This is an optimization exercise on Yosys and OpenROAD, whose aim is small area, not a production implementation.
The RTL was checked by simulation tests, not by an equivalence proof against the original design.
The flow treats the clock pin as an ideal source, which a real chip does not have.

==> fjord <==
==> flow/design.v <==
module ReadoutConfigurator(
           SMT_MD, PDZ, NAPZ, ENTRI, INTUPZ, PGA
       );
output SMT_MD, PDZ, NAPZ, ENTRI, INTUPZ;
output [2:0] PGA;
assign SMT_MD = 0;  
assign PDZ = 1;  
assign NAPZ = 1;  
assign ENTRI = 0;
assign INTUPZ = 0;
assign PGA = 3;
endmodule
module AdcController(
           clk, reset, start_acquisition, data_enable, is_error, data_out,
           SCLK, CNVST, RD, CS, RESET, OB2C, PD, SDOUT, RDERROR, BUSY
       );
localparam [6:0] CNT_SEED = 7'b0011101;
input clk, reset, start_acquisition;
input RDERROR, BUSY, SDOUT;
output data_enable, is_error;
output [15:0] data_out;
output reg SCLK;
output CNVST, CS, RESET;
output RD, OB2C, PD;
reg [15:0] data;
reg [6:0] counter;
reg [31:0] wrap;
reg [4:0] s;
reg error;
wire counter_low = !counter[4] || counter[3] || !counter[2] || counter[1] || !counter[0];
wire counter_done = counter[6] && !counter[3] && counter[2] && !counter[1] && counter[0];
wire in_acq   = (s[4]) || (s[1] && s[2] && s[3]) || (s[0] && s[1] && s[2]);
wire is_rst   = (s[0] && !s[2] && !s[3] && !s[4]) || (!s[0] && s[2] && !s[3] && !s[4]);
wire is_up    = (!s[0] && !s[1] && !s[4]) || (!s[1] && s[2] && !s[3] && !s[4]);
wire is_down  = (s[0] && !s[2] && s[3] && !s[4]);
wire is_ready = (!s[0] && !s[2] && !s[4]);
wire is_after = (s[0] && s[2] && s[3] && !s[4]);
wire g        = (!s[2] && !s[3] && s[4]) || (!s[0] && s[2] && s[3]) || (s[0] && !s[1] && !s[3]) || (!s[0] && !s[2] && !s[4]) || (s[0] && !s[3] && s[4]) || (s[0] && s[1] && !s[2] && s[4]);
wire h        = (s[2] && s[4]) || (s[3] && s[4]) || (!s[1] && s[4]) || (!s[0] && s[4]) || (s[0] && s[1] && s[3]);
wire wrap_low_zero = wrap[30:0] == 31'd0;
wire wrap_last = wrap[31] && wrap_low_zero;
always @(posedge clk) begin
    if (is_ready && start_acquisition)
        wrap <= 32'd0;
    else
        wrap <= {wrap[30:0], wrap[31] ^ wrap[21] ^ wrap[1] ^ wrap[0] ^ wrap_low_zero};
end
always @(posedge clk) begin
    if (is_ready && start_acquisition || wrap_last)
        counter <= CNT_SEED;
    else
        counter <= {~counter[5:0], !((counter[6] ~^ counter[5]) && counter_low)};
end
always @(posedge clk) if (!SCLK && s == 5'd22) data[15] <= SDOUT;
always @(posedge clk) if (!SCLK && s == 5'd28) data[14] <= SDOUT;
always @(posedge clk) if (!SCLK && s == 5'd25) data[13] <= SDOUT;
always @(posedge clk) if (!SCLK && s == 5'd18) data[12] <= SDOUT;
always @(posedge clk) if (!SCLK && s == 5'd21) data[11] <= SDOUT;
always @(posedge clk) if (!SCLK && s == 5'd27) data[10] <= SDOUT;
always @(posedge clk) if (!SCLK && s == 5'd23) data[9] <= SDOUT;
always @(posedge clk) if (!SCLK && s == 5'd31) data[8] <= SDOUT;
always @(posedge clk) if (!SCLK && s == 5'd30) data[7] <= SDOUT;
always @(posedge clk) if (!SCLK && s == 5'd29) data[6] <= SDOUT;
always @(posedge clk) if (!SCLK && s == 5'd26) data[5] <= SDOUT;
always @(posedge clk) if (!SCLK && s == 5'd20) data[4] <= SDOUT;
always @(posedge clk) if (!SCLK && s == 5'd24) data[3] <= SDOUT;
always @(posedge clk) if (!SCLK && s == 5'd16) data[2] <= SDOUT;
always @(posedge clk) if (!SCLK && s == 5'd17) data[1] <= SDOUT;
always @(posedge clk) if (!SCLK && s == 5'd19) data[0] <= SDOUT;
wire advance = !SCLK || is_rst || (is_up && BUSY) || (is_down && !BUSY) ||
               (is_ready && start_acquisition) || (is_after && counter_done);
always @(posedge clk) begin
    if (reset) begin
        error <= 0;
        SCLK <= 1;
    end else if (RDERROR) begin
        error <= 1;
    end else if (!error && in_acq) begin
        SCLK <= !SCLK;
    end
end
always @(posedge clk) begin
    if (reset || !error && !RDERROR && advance)
        s <= reset ? 5'd1 : {h, s[2:0], g};
end
assign data_out = data;
assign data_enable = is_after && !error;
assign is_error = error;
assign RESET = is_rst;
assign CNVST = (!s[2] && !s[3] && !s[4]) || (!s[0] && !s[1] && !s[4]) || (!s[1] && !s[2] && !s[4]) || (!s[0] && !s[3] && !s[4]);
assign CS = !in_acq;
assign RD = 0;
assign OB2C = 0;
assign PD = 0;
endmodule
module DataSerializer(
           clk, reset, lower_adc_data, upper_adc_data,
           lower_adc_data_enable, upper_adc_data_enable, out_bit
       );
input clk, reset, lower_adc_data_enable, upper_adc_data_enable;
input [15:0] lower_adc_data, upper_adc_data;
output out_bit;
reg [4:0] phase;
reg channel;
reg lower_next_ready, upper_next_ready;
wire idle = phase[4] && !phase[3];
wire take_lower = lower_adc_data_enable && lower_next_ready;
wire take_upper = upper_adc_data_enable && upper_next_ready;
wire take = take_lower || take_upper;
always @(posedge clk) begin
    if (reset)
        phase <= 5'd16;
    else if (idle)
        phase <= {1'b1, take, take, take, 1'b0};
    else
        phase <= phase + 1'b1;
    if (idle)
        channel <= !take_lower;
    lower_next_ready <= !lower_adc_data_enable || (lower_next_ready && !idle);
    upper_next_ready <= !upper_adc_data_enable || (upper_next_ready && (!idle || take_lower));
end
wire [3:0] idx = ~phase[3:0];
wire lo = lower_adc_data[idx];
wire up = upper_adc_data[idx];
assign out_bit = phase[4] ? (phase[3] && (!phase[0] || channel)) : (channel ? up : lo);
endmodule
module SlaveFPGA(
           clk, reset, start_lower_adc, start_upper_adc, serial_data_out,
           lower_adc_error, upper_adc_error,
           SMT_MD, PDZ, NAPZ, ENTRI, INTUPZ, PGA,
           SCLK0, CNVST0, RD0, CS0, RESET0, OB2C0, PD0, SDOUT0, RDERROR0, BUSY0,
           SCLK1, CNVST1, RD1, CS1, RESET1, OB2C1, PD1, SDOUT1, RDERROR1, BUSY1
       );
input clk, reset;
input start_lower_adc, start_upper_adc;
output serial_data_out;
output lower_adc_error, upper_adc_error;
output SMT_MD, PDZ, NAPZ, ENTRI, INTUPZ;
output [2:0] PGA;
output SCLK0, CNVST0, RD0, CS0, RESET0, OB2C0, PD0;
input SDOUT0, RDERROR0, BUSY0;
output SCLK1, CNVST1, RD1, CS1, RESET1, OB2C1, PD1;
input SDOUT1, RDERROR1, BUSY1;
wire [15:0] lower_adc_data_wire, upper_adc_data_wire;
wire lower_adc_data_enable_wire, upper_adc_data_enable_wire;
ReadoutConfigurator readout_configurator(
                        SMT_MD, PDZ, NAPZ, ENTRI, INTUPZ, PGA
                    );
AdcController lower_adc_controller(
                  clk, reset, start_lower_adc, lower_adc_data_enable_wire, lower_adc_error, lower_adc_data_wire,
                  SCLK0, CNVST0, RD0, CS0, RESET0, OB2C0, PD0, SDOUT0, RDERROR0, BUSY0
              );
AdcController upper_adc_controller(
                  clk, reset, start_upper_adc, upper_adc_data_enable_wire, upper_adc_error, upper_adc_data_wire,
                  SCLK1, CNVST1, RD1, CS1, RESET1, OB2C1, PD1, SDOUT1, RDERROR1, BUSY1
              );
DataSerializer data_serializer(
                   clk, reset, lower_adc_data_wire, upper_adc_data_wire, lower_adc_data_enable_wire,
                   upper_adc_data_enable_wire, serial_data_out
               );
endmodule
==> flow/flow/run.sh <==
#!/bin/bash
# Standard layout (the standard.sh) with these changes:
# - synthesis is the standard flow's own script (synth_recipe.tcl, unchanged) except that ABC
#   maps with flow/abc_area.script (flow/synth.tcl); the registers are the same;
# - after floorplan (flow/post_floorplan.tcl), combinational cells get the
#   smallest drive strength of their family (later repair steps size up as
#   needed), and tie cells that use only HI are paired with ones that use only
#   LO, each pair becoming one conb_1 using both outputs;
# - port buffers use the smallest buffer (buf_1) instead of ORFS's default choice;
# - clock tree from clkbuf_4 buffers, without CTS dummy loads; a clock
#   buffer whose flip-flops would see a slow clock edge becomes a clkbuf_8
#   (flow/clock_slew.tcl).
# make's output goes to standard_flow.log; each ORFS step keeps its own log
# under orfs/logs/.
set -euo pipefail
bash standard.sh \
  "SYNTH_SCRIPT=$(pwd)/flow/synth.tcl" \
  "POST_FLOORPLAN_TCL=$(pwd)/flow/post_floorplan.tcl" \
  "POST_CTS_TCL=$(pwd)/flow/clock_slew.tcl" \
  'BUFFER_PORTS_ARGS=-buffer_cell sky130_fd_sc_hd__buf_1' \
  'CTS_ARGS=-sink_clustering_enable -repair_clock_nets -buf_list sky130_fd_sc_hd__clkbuf_4 -dont_use_dummy_load' \
  finish > standard_flow.log 2>&1
==> flow/flow/abc_area.script <==
&get -n
&st
&syn2
&dch
&nf -R 1000
&put
mfs2
&get -n
&st
&dch
&nf -R 1000
&put
dnsize -c
==> flow/flow/clock_slew.tcl <==
estimate_parasitics -placement
set changed 0
foreach buf [get_cells *] {
  if {[get_property $buf ref_name] ne "sky130_fd_sc_hd__clkbuf_4"} continue
  set worst 0
  foreach opin [get_pins -of_objects $buf -filter "direction == output"] {
    foreach p [get_pins -of_objects [get_nets -of_objects $opin] -filter "direction == input"] {
      if {![string match "*df*" [get_property [get_cells -of_objects $p] ref_name]]} continue
      foreach prop {slew_max_rise slew_max_fall} {
        set s [get_property $p $prop]
        if {$s > $worst} { set worst $s }
      }
    }
  }
  puts "clock_slew: [get_name $buf] [format %.1f [expr {$worst * 1000}]] ps"
  if {$worst > 0.105} {
    replace_cell $buf sky130_fd_sc_hd__clkbuf_8
    incr changed
  }
}
puts "clock_slew: upsized $changed clock buffers"
if {$changed} {
  detailed_placement
  estimate_parasitics -placement
}
==> flow/flow/post_floorplan.tcl <==
# POST_FLOORPLAN hook.
#
# 1. Give every combinational cell the smallest-area cell of its family (same
#    name but for the drive strength) with the same function. Timing has
#    several ns of slack here; later steps (repair_design, repair_timing)
#    still size up whatever needs it. Registers and tie cells are left alone.
set n 0
foreach inst [get_cells *] {
  set lc [get_lib_cells -of_objects $inst]
  set name [get_name $lc]
  if {[string match "*df*" $name] || [string match "*conb*" $name]} continue
  if {![regexp {^(sky130_fd_sc_hd__.+)_[0-9]+$} $name -> fam]} continue
  set best $lc
  set ba [get_property $lc area]
  foreach e [get_lib_cells ${fam}_*] {
    if {![regexp "^${fam}_\[0-9\]+\$" [get_name $e]]} continue
    if {[lsearch -exact $::env(DONT_USE_CELLS) [get_name $e]] >= 0} continue
    if {![sta::equiv_cells $lc $e]} continue
    set a [get_property $e area]
    if {$a < $ba - 0.001} { set best $e; set ba $a }
  }
  if {$best != $lc} {
    replace_cell $inst $best
    incr n
  }
}
puts "post_floorplan: downsized $n cells"

# 2. A conb_1 tie cell has a HI and a LO output, and repair_tie_fanout gives
#    each constant port a tie cell of its own, using one of the two. Pair the
#    ones that use only HI with ones that use only LO, so that each pair is
#    one cell driving both nets; every constant port still has its own tie
#    output.
set block [ord::get_db_block]
set hi_only {}
set lo_only {}
foreach inst [$block getInsts] {
  if {[[$inst getMaster] getName] ne "sky130_fd_sc_hd__conb_1"} continue
  set hn [[$inst findITerm HI] getNet]
  set ln [[$inst findITerm LO] getNet]
  if {$hn ne "NULL" && $ln eq "NULL"} { lappend hi_only $inst }
  if {$ln ne "NULL" && $hn eq "NULL"} { lappend lo_only $inst }
}
set merged 0
foreach h $hi_only l $lo_only {
  if {$h eq "" || $l eq ""} break
  set hterm [$h findITerm HI]
  set net [$hterm getNet]
  $hterm disconnect
  [$l findITerm HI] connect $net
  odb::dbInst_destroy $h
  incr merged
}
puts "post_floorplan: merged $merged tie cells"
==> flow/flow/synth.tcl <==
# The standard flow's synthesis script (synth_recipe.tcl, sourced unchanged) with one change:
# ABC maps the logic with flow/abc_area.script, which recovers area under the
# (loose) clock period, instead of ORFS's abc_speed.script. Flip-flops are
# mapped before ABC runs, so the registers are those of the standard synthesis.
set flow_dir [file dirname [file normalize [info script]]]
set ::my_abc_script [file join $flow_dir abc_area.script]
proc abc {args} {
  set i [lsearch -exact $args -script]
  if {$i >= 0} { lset args [expr {$i + 1}] $::my_abc_script }
  yosys abc {*}$args
}
source [file join [file dirname $flow_dir] synth_recipe.tcl]
==> flow/standard.sh <==
#!/bin/bash
# synth_recipe.tcl (not shown) runs the flow's synth.tcl, then flattens the netlist and writes it again
# the make line also repeats each setting of config.mk as NAME=value (left out here)
make -C /OpenROAD-flow-scripts/flow DESIGN_CONFIG=/design/flow/config.mk WORK_HOME=/design/flow/orfs CLKGATE_MAP_FILE= SYNTH_SCRIPT=/design/flow/synth_recipe.tcl "${@:-finish}"
==> flow/config.mk <==
export PLATFORM = sky130hd
export DESIGN_NAME = SlaveFPGA
export DESIGN_NICKNAME = SlaveFPGA
export VERILOG_FILES = /design/flow/design.v
export SDC_FILE = /design/flow/constraint.sdc
export NUM_CORES = 4
export LEC_CHECK = 0
export CAP_MARGIN = 20
export CORE_MARGIN = 2
export CORE_UTILIZATION = 45
export SLEW_MARGIN = 20
==> flow/constraint.sdc <==
create_clock -name core_clock -period 8.0 [get_ports {clk}]
set_input_delay 1.6000 -clock core_clock [delete_from_list [all_inputs] [get_ports {clk}]]
set_output_delay 1.6000 -clock core_clock [all_outputs]
set_load 0.01 [all_outputs]
==> harbor (differences from fjord) <==
--- a/flow/design.v
+++ b/flow/design.v
@@ -25,5 +25,4 @@
 reg [15:0] data;
 reg [6:0] counter;
-reg [31:0] wrap;
 reg [4:0] s;
 reg error;
@@ -38,14 +37,6 @@
 wire g        = (!s[2] && !s[3] && s[4]) || (!s[0] && s[2] && s[3]) || (s[0] && !s[1] && !s[3]) || (!s[0] && !s[2] && !s[4]) || (s[0] && !s[3] && s[4]) || (s[0] && s[1] && !s[2] && s[4]);
 wire h        = (s[2] && s[4]) || (s[3] && s[4]) || (!s[1] && s[4]) || (!s[0] && s[4]) || (s[0] && s[1] && s[3]);
-wire wrap_low_zero = wrap[30:0] == 31'd0;
-wire wrap_last = wrap[31] && wrap_low_zero;
 always @(posedge clk) begin
     if (is_ready && start_acquisition)
-        wrap <= 32'd0;
-    else
-        wrap <= {wrap[30:0], wrap[31] ^ wrap[21] ^ wrap[1] ^ wrap[0] ^ wrap_low_zero};
-end
-always @(posedge clk) begin
-    if (is_ready && start_acquisition || wrap_last)
         counter <= CNT_SEED;
     else
==> sierra (differences from fjord) <==
--- a/flow/design.v
+++ b/flow/design.v
@@ -25,9 +25,8 @@
 reg [15:0] data;
 reg [6:0] counter;
-reg [31:0] wrap;
 reg [4:0] s;
 reg error;
-wire counter_low = !counter[4] || counter[3] || !counter[2] || counter[1] || !counter[0];
-wire counter_done = counter[6] && !counter[3] && counter[2] && !counter[1] && counter[0];
+wire counter_low = counter[5] || !counter[4] || counter[3] || !counter[2] || counter[1] || !counter[0];
+wire counter_done = !counter_low && counter[6];
 wire in_acq   = (s[4]) || (s[1] && s[2] && s[3]) || (s[0] && s[1] && s[2]);
 wire is_rst   = (s[0] && !s[2] && !s[3] && !s[4]) || (!s[0] && s[2] && !s[3] && !s[4]);
@@ -38,14 +37,6 @@
 wire g        = (!s[2] && !s[3] && s[4]) || (!s[0] && s[2] && s[3]) || (s[0] && !s[1] && !s[3]) || (!s[0] && !s[2] && !s[4]) || (s[0] && !s[3] && s[4]) || (s[0] && s[1] && !s[2] && s[4]);
 wire h        = (s[2] && s[4]) || (s[3] && s[4]) || (!s[1] && s[4]) || (!s[0] && s[4]) || (s[0] && s[1] && s[3]);
-wire wrap_low_zero = wrap[30:0] == 31'd0;
-wire wrap_last = wrap[31] && wrap_low_zero;
 always @(posedge clk) begin
     if (is_ready && start_acquisition)
-        wrap <= 32'd0;
-    else
-        wrap <= {wrap[30:0], wrap[31] ^ wrap[21] ^ wrap[1] ^ wrap[0] ^ wrap_low_zero};
-end
-always @(posedge clk) begin
-    if (is_ready && start_acquisition || wrap_last)
         counter <= CNT_SEED;
     else
==> flow/flow/run.sh (replaced) <==
#!/bin/bash
# Standard layout (the standard.sh) with these changes:
# - synthesis is the standard flow's own script (synth_recipe.tcl, unchanged) except that ABC
#   maps with flow/abc_area.script (flow/synth.tcl); the registers are the same;
# - after floorplan, combinational cells get the smallest drive strength of
#   their family (flow/downsize.tcl); later repair steps size up as needed;
# - port buffers use the smallest buffer (buf_1) instead of ORFS's default choice;
# - clock tree from clkbuf_4 buffers, without CTS dummy loads; a clock
#   buffer whose flip-flops would see a slow clock edge becomes a clkbuf_8
#   (flow/clock_slew.tcl).
# make's output goes to standard_flow.log; each ORFS step keeps its own log
# under orfs/logs/.
set -euo pipefail
bash standard.sh \
  "SYNTH_SCRIPT=$(pwd)/flow/synth.tcl" \
  "POST_FLOORPLAN_TCL=$(pwd)/flow/downsize.tcl" \
  "POST_CTS_TCL=$(pwd)/flow/clock_slew.tcl" \
  'BUFFER_PORTS_ARGS=-buffer_cell sky130_fd_sc_hd__buf_1' \
  'CTS_ARGS=-sink_clustering_enable -repair_clock_nets -buf_list sky130_fd_sc_hd__clkbuf_4 -dont_use_dummy_load' \
  finish > standard_flow.log 2>&1
==> flow/flow/downsize.tcl (new file) <==
# POST_FLOORPLAN hook: give every combinational cell the smallest-area cell of
# its family (same name but for the drive strength) with the same function.
# Timing has several ns of slack here; later steps (repair_design, repair_timing)
# still size up whatever needs it. Registers and tie cells are left alone.
set n 0
foreach inst [get_cells *] {
  set lc [get_lib_cells -of_objects $inst]
  set name [get_name $lc]
  if {[string match "*df*" $name] || [string match "*conb*" $name]} continue
  if {![regexp {^(sky130_fd_sc_hd__.+)_[0-9]+$} $name -> fam]} continue
  set best $lc
  set ba [get_property $lc area]
  foreach e [get_lib_cells ${fam}_*] {
    if {![regexp "^${fam}_\[0-9\]+\$" [get_name $e]]} continue
    if {[lsearch -exact $::env(DONT_USE_CELLS) [get_name $e]] >= 0} continue
    if {![sta::equiv_cells $lc $e]} continue
    set a [get_property $e area]
    if {$a < $ba - 0.001} { set best $e; set ba $a }
  }
  if {$best != $lc} {
    replace_cell $inst $best
    incr n
  }
}
puts "downsize: replaced $n cells"
removed: flow/flow/post_floorplan.tcl
==> results_dict.tcl <==
set metrics [dict create \
    status "complete, no violations" \
    reg2reg_slack_ns 5.59 \
    holdCritStartpoint "upper_adc_controller.counter[3]" \
    dp.cells 585 \
    sw_frac_of_total_pct 28.2 \
    wl_mm 8.27 \
    nClkBuffers 17 \
    min_delay_worst_endpoint "upper_adc_controller.counter[4]" \
    fin_skew_ns 0.0343 \
    route.met2.wl_mm 3.94 \
]
# the run above: fjord

==> results_dict.tcl <==
set metrics [dict create \
    wl_mm 5.69 \
    holdCritStartpoint "lower_adc_controller.counter[2]" \
    nClkBuffers 9 \
    route.met2.wl_mm 2.61 \
    fin_skew_ns 0.0278 \
    dp.cells 364 \
    status "complete, no violations" \
]
# the run above: sierra

==> results_dict.tcl <==
set metrics [dict create \
    status "complete, no violations" \
    reg2reg_slack_ns 5.75 \
    wl_mm 5.60 \
    cp_slowest_stage_delay_ns 0.66 \
    nClkBuffers 9 \
    fin_skew_ns 0.0338 \
    holdCritStartpoint "lower_adc_controller.counter[3]" \
    min_delay_worst_endpoint "lower_adc_controller.counter[4]" \
    n_all_inverters 1 \
    seq_share_pct 56.7 \
    sw_frac_of_total_pct 29.9 \
    layout_common_cells "nor2_1, edfxtp_1, nand2_1, dfxtp_1, buf_1" \
    dpl_cell_area_sq_um 3090 \
]
# the run above: harbor

what the ideal ports hide:
In the flow no input, the clock included, has a driving cell. The finished layouts below were timed again as built, in two steps. Step 1 (the two cells are an assumption about what drives the block):
set clk [get_ports {clk}]
set_driving_cell -lib_cell sky130_fd_sc_hd__clkbuf_16 $clk
set_driving_cell -lib_cell sky130_fd_sc_hd__buf_2 [delete_from_list [all_inputs] $clk]
Step 2 also shifts input and output timing later by t, the mid clock arrival at the registers, as if the neighbouring blocks saw the same clock. Three values: ideal, step 1, step 2; two values: the first two.
| run | t (ns) | setup slack, ns | hold slack, ns |
|---|---|---|---|
| fjord | 0.536 | 3.794 / 3.765 / 4.300 | 0.386 / 0.386 / 0.386 |
| harbor | 0.405 | 3.873 / 3.846 / 4.252 | 0.363 / 0.363 / 0.363 |
| sierra | 0.403 | 4.041 / 4.015 / 4.418 | 0.382 / 0.382 / 0.382 |
After both steps setup and hold are still met in every run listed.
